This design comes from an exercise in tuning for small area and a short achievable clock period on the open sky130 flow, not from production work.
Only simulation tests tie the RTL to the original design; equivalence was not proved.
Power figures rest on the tool's default switching activity, not on a simulated workload.

== red ==
Design Booth, start of the top module:
module Booth (
    input  CLK, RST,
    input  [31:0] x, y,
    output [63:0] p
);
    wire [34:0] yy = {y[31], y[31], y, 1'b0};    
    wire [10:0] s1_d, s2_d, s3_d, s4_d, neg_d;
    genvar j;
    generate
        for (j = 0; j < 11; j = j + 1) begin : enc
            wire       b3 = yy[3*j+3];
            wire [2:0] u  = {yy[3*j+2], yy[3*j+1], yy[3*j]} ^ {3{b3}};
            assign s1_d[j]  = ~u[2] & (u[1] ^ u[0]);
            assign s2_d[j]  = (~u[2] & u[1] & u[0]) | (u[2] & ~u[1] & ~u[0]);
            assign s3_d[j]  = u[2] & (u[1] ^ u[0]);
            assign s4_d[j]  = u[2] & u[1] & u[0];
            assign neg_d[j] = b3;
        end
    endgenerate
    wire [33:0] x3_d;
    X3ADD u_x3 (.x(x), .x3(x3_d));
    reg [31:0] xr;
    reg [33:1] x3r;
    reg [10:0] s1, s2, s3, s4, neg;
    always @(posedge CLK) begin
        xr  <= x;
        x3r <= x3_d[33:1];
        s1  <= s1_d;
        s2  <= s2_d;
        s3  <= s3_d;
        s4  <= s4_d;
        neg <= neg_d;
    end
    wire [36:0] xe  = {{3{xr[31]}}, xr, 2'b00};         
    wire [34:0] x3e = {x3r[33], x3r, xr[0]};             
    wire pp0_0; BSEL8A u_b0_0 (.s13(s1[0] | s3[0]), .neg(neg[0]), .a(xr[0]), .pp(pp0_0));
    wire pp0_1; BSEL8B u_b0_1 (.s1(s1[0]), .s2(s2[0]), .s3(s3[0]), .neg(neg[0]), .a(xe[3]), .b(xe[2]), .t(x3e[1]), .pp(pp0_1));
    wire pp0_2; BSEL8 u_b0_2 (.s1(s1[0]), .s2(s2[0]), .s3(s3[0]), .s4(s4[0]), .neg(neg[0]), .a(xe[4]), .b(xe[3]), .t(x3e[2]), .c(xe[2]), .pp(pp0_2));
    wire pp0_3; BSEL8 u_b0_3 (.s1(s1[0]), .s2(s2[0]), .s3(s3[0]), .s4(s4[0]), .neg(neg[0]), .a(xe[5]), .b(xe[4]), .t(x3e[3]), .c(xe[3]), .pp(pp0_3));
  ...
==> flow/config.mk <==
export PLATFORM = sky130hd
export DESIGN_NAME = Booth
export DESIGN_NICKNAME = Booth
export VERILOG_FILES = /design/flow/design.v
export SDC_FILE = /design/flow/constraint.sdc
export NUM_CORES = 4
export LEC_CHECK = 0
export CAP_MARGIN = 20
export CORE_MARGIN = 2
export CORE_UTILIZATION = 40
export SETUP_SLACK_MARGIN = 3.5
export SLEW_MARGIN = 20
export SYNTH_HIERARCHICAL = 1
export SYNTH_MINIMUM_KEEP_SIZE = 0
==> flow/constraint.sdc <==
create_clock -name core_clock -period 7.5 [get_ports {CLK}]
set_input_delay 1.5000 -clock core_clock [delete_from_list [all_inputs] [get_ports {CLK}]]
set_output_delay 1.5000 -clock core_clock [all_outputs]
set_load 0.01 [all_outputs]
standard.sh (not shown) runs the stock make flow with config.mk's settings and CLKGATE_MAP_FILE= SYNTH_SCRIPT=/design/flow/synth_recipe.tcl, a recipe that flattens the netlist after the stock synthesis.
==> flow/flow/run.sh <==
#!/bin/bash
# Own layout flow: the standard flow, plus one step after floorplan that
# sets every combinational cell to the smallest drive strength of its family
# (Yosys/ABC map with a fixed load and tends to pick oversized gates). The
# later resizer steps (repair_design, repair_timing) size up what needs it.
set -euo pipefail
here=$(pwd)
export POST_FLOORPLAN_TCL="$here/flow/downsize.tcl"
# buffer the ports with a plain buffer (the default pick is a slow delay cell)
export BUFFER_PORTS_ARGS="-buffer_cell sky130_fd_sc_hd__buf_1"
bash standard.sh > "$here/standard.log" 2>&1
==> flow/flow/downsize.tcl <==
# Swap each combinational standard cell for the smallest-drive cell of the same
# function (same footprint family); leave flops, adders, buffers and ties alone.
set n 0
foreach inst [get_cells *] {
  set master [get_property $inst ref_name]
  if {![regexp {^sky130_fd_sc_hd__([a-z0-9]+)_([0-9]+)$} $master -> base size]} { continue }
  if {[regexp {^(df|sdf|edf|dl|fa|ha|conb|tap|fill|decap|buf|clkbuf|clkdly|dlygate|dlymetal|inv|clkinv|diode|lpflow|probe)} $base]} { continue }
  set best ""
  set bestsize 1000
  foreach lc [get_lib_cells sky130_fd_sc_hd__${base}_*] {
    set nm [get_name $lc]
    if {![regexp "^sky130_fd_sc_hd__${base}_(\[0-9\]+)\$" $nm -> s]} { continue }
    if {[get_property $lc dont_use]} { continue }
    if {$s < $bestsize} { set bestsize $s; set best $nm }
  }
  if {$best ne "" && $best ne $master} {
    replace_cell $inst $best
    incr n
  }
}
puts "downsize: replaced $n cells"
[inputs] green vs red
- swapping 3.5 for 3.1 in SETUP_SLACK_MARGIN
--- outcome ---
NOTE met2 wire length red->green decreased by a little under 10%. On green: layout cell share with drive strength beyond 1 is 15 points lower than what red gave. Taking green as 1.0, red lands at 1.19 on peak ir drop on the vdd network. The internal power of the cells of green falls short of that of red by about 8%.

Another version of the RTL of Booth (not shown whole).
Size in the first run: roughly 130 I/O pins, roughly 0.032 mm2 of cells after synthesis.
export LEC_CHECK = 0
export CAP_MARGIN = 20
export CORE_MARGIN = 2
export CORE_UTILIZATION = 40
export PLACE_DENSITY = 0.75
export SETUP_SLACK_MARGIN = 3.1
export SLEW_MARGIN = 20
export SYNTH_HIERARCHICAL = 1
export SYNTH_MINIMUM_KEEP_SIZE = 0
create_clock -name core_clock -period 7.5 [get_ports {CLK}]
==> flow/flow/run.sh <==
#!/bin/bash
# Own layout flow: the standard flow, plus one step after floorplan that
# sets every combinational cell to the smallest drive strength of its family
# (Yosys/ABC map with a fixed load and tends to pick oversized gates). The
# later resizer steps (repair_design, repair_timing) size up what needs it.
set -euo pipefail
here=$(pwd)
export POST_FLOORPLAN_TCL="$here/flow/downsize.tcl"
# buffer the ports with a plain buffer (the default pick is a slow delay cell)
export BUFFER_PORTS_ARGS="-buffer_cell sky130_fd_sc_hd__buf_2"
bash standard.sh > "$here/standard.log" 2>&1
Scripts as last shown in full above: flow/flow/downsize.tcl
The first run ran to the end with no violations.
Change:
--- a/flow/config.mk
+++ b/flow/config.mk
@@ -9,5 +9,4 @@
 export CORE_MARGIN = 2
 export CORE_UTILIZATION = 40
-export PLACE_DENSITY = 0.75
 export SETUP_SLACK_MARGIN = 3.1
 export SLEW_MARGIN = 20
Effect:
- global-route usage increases by 1.9 points
- sequential share of layout area shrinks by 0.15 points
- via count falls by 2.2%
- sequential power came out lower by about 2%
- clock-buffer cell count increases by 3
- clock power rises by about 10%
- synthesized cell count is unchanged
- non-clock buffer count goes up by 20

willow:
Booth again, from the RTL that the note above started with.
==> flow/config.mk <==
export PLATFORM = sky130hd
export DESIGN_NAME = Booth
export DESIGN_NICKNAME = Booth
export VERILOG_FILES = /design/flow/design.v
export SDC_FILE = /design/flow/constraint.sdc
export NUM_CORES = 4
export LEC_CHECK = 0
export CAP_MARGIN = 20
export CORE_MARGIN = 2
export CORE_UTILIZATION = 40
export PLACE_DENSITY = 0.5
export SETUP_SLACK_MARGIN = 3.1
export SLEW_MARGIN = 20
export SYNTH_HIERARCHICAL = 1
export SYNTH_MINIMUM_KEEP_SIZE = 0
==> flow/constraint.sdc <==
create_clock -name core_clock -period 7.5 [get_ports {CLK}]
set_input_delay 1.5000 -clock core_clock [delete_from_list [all_inputs] [get_ports {CLK}]]
set_output_delay 1.5000 -clock core_clock [all_outputs]
set_load 0.01 [all_outputs]
Scripts as last shown in full above: flow/flow/run.sh, flow/flow/downsize.tcl
willow: done, clean on timing, DRC and antenna
diff inputs: willow => zinc
Settings: PLACE_DENSITY: 0.5 -> unset; SETUP_SLACK_MARGIN: 3.1 -> 3.4.
[summary]
[compare] base=willow new=zinc: post-route minimum period lower; met1 routed wirelength after detailed routing moved down; setup fix buffers added after clock tree synthesis up 121. Between zinc and willow, number of non-clock buffers in the layout is higher for zinc, willow comes in under that. The global-route usage over all layers reported for zinc is greater than that of willow by 0.50 points. Cell area (higher): zinc. In zinc, hold slack is lower than in willow. zinc ends up with a post-route non-filler standard cell count that is 158 higher than in willow.
> inputs changed (zinc -> lagoon)
Settings: CTS_CLUSTER_SIZE: unset -> 30; CTS_CLUSTER_DIAMETER: unset -> 150.
## What came out
- On register area, lagoon tracks zinc almost exactly.
- Of the two values seen for endpoint of the worst setup timing path, gr[41] was produced by lagoon and gr[31] by zinc.
- In the reports for lagoon and zinc, the smaller clock-buffer cell count belongs to lagoon.
- | wire length of the first global-routing pass | lagoon vs zinc | ≈ equal |
- First element of the critical path = s1[4]: lagoon; first element of the critical path = x3r[23]: zinc
- Between zinc and lagoon, the fill cell instance count of the final layout does not differ in any meaningful way.

== build 32 ==
Booth with an RTL version that a note above also has.
Size in the first run: about 2900 cells after synthesis, ~0.031 sq mm of cells after synthesis.
clock: 7.5 ns
lec_check: 0
cap_margin: 20
core_margin: 2
core_utilization: 40
cts_buf_list: sky130_fd_sc_hd__clkbuf_8
setup_slack_margin: 3.25
slew_margin: 20
synth_hierarchical: 1
synth_minimum_keep_size: 0
==> flow/flow/run.sh <==
#!/bin/bash
# Own layout flow: the standard flow, plus one step after floorplan that
# sets every combinational cell to the smallest drive strength of its family
# (Yosys/ABC map with a fixed load and tends to pick oversized gates). The
# later resizer steps (repair_design, repair_timing) size up what needs it.
set -euo pipefail
here=$(pwd)
export POST_FLOORPLAN_TCL="$here/flow/downsize.tcl"
# buffer the ports with a plain buffer (the default pick is a slow delay cell)
export BUFFER_PORTS_ARGS="-buffer_cell sky130_fd_sc_hd__buf_1"
bash standard.sh > "$here/standard.log" 2>&1
Scripts as last shown in full above: flow/flow/downsize.tcl
Changes in build 22 relative to build 32:
Settings: SETUP_SLACK_MARGIN now 3.35, was 3.25; CTS_BUF_LIST no longer set, was sky130_fd_sc_hd__clkbuf_8.
[summary]
The number of slew-limit violations in the final report was comparable across build 32 and build 22.
Max freq build 32 -> build 22: improved
Delta (build 22 minus build 32): met2 track demand over resource picked up an extra 2.1 points, power share of the combinational group picked up an extra 1.1 points, non-clock buffer count picked up an extra 48, total power picked up an extra 3.7%.
Delta (build 22 minus build 32): total number of cells along the worst setup path lost 1; number of buffers inserted by post-CTS setup repair saw an increase; required time at the endpoint of the critical path shrank by 1.95 ns; net switching fraction of the power up 0.40 points.
## Diff of input files: build 20 against build 22
Settings: changing SETUP_SLACK_MARGIN from 3.35 to 3.0.
Findings:
- Going from build 22 to build 20, post-layout total power dropped 4.4%; transition at the pin with the smallest max-transition slack climbed 0.034 ns.
- Clock buffer count in the final layout, build 20 vs build 22: down by more than 10%
- Row peak per-stage delay on the critical path: build 20 higher / build 22 lower
- Going from build 22 to build 20, the layout buffering overhead excluding clock cells was found to have gone down by 3.4 points.

-- what the ideal ports hide --
How much do the figures lean on ideal ports? The routed layouts below were timed once more, with nothing changed but the port constraints. Step 1, drivers: a clkbuf_16 drives CLK and a buf_2 each remaining input, both assumed. Step 2 also shifts input and output timing later by t, the mid clock arrival at the registers, as if the neighbouring blocks saw the same clock. Three values: no drivers, after step 1, after step 2; two values: the first two.
run	t (ns)	setup slack, ns	hold slack, ns
red	0.611	3.441 / 3.441 / 3.308	0.946 / 0.946 / 0.946
green	0.617	3.096 / 3.062 / 3.096	0.933 / 0.933 / 0.933
the first run of note 2	0.611	3.105 / 3.070 / 3.105	0.993 / 0.993 / 0.993
the second run of note 2	0.611	3.148 / 3.085 / 3.171	0.916 / 0.916 / 0.916
willow	0.636	3.145 / 3.086 / 3.145	0.949 / 0.949 / 0.949
zinc	0.619	3.345 / 3.313 / 3.272	0.862 / 0.862 / 0.862
lagoon	0.587	3.315 / 3.292 / 3.290	0.934 / 0.934 / 0.934
build 32	0.625	3.239 / 3.239 / 3.239	0.944 / 0.944 / 0.944
build 22	0.615	3.349 / 3.281 / 3.334	0.925 / 0.925 / 0.925
build 20	0.624	3.046 / 3.019 / 3.046	1.003 / 1.003 / 1.003
After both steps every run listed still meets setup and hold. For red, which loses most, drivers alone change the setup slack by 0.000 ns; drivers and shift together by -0.133 ns.
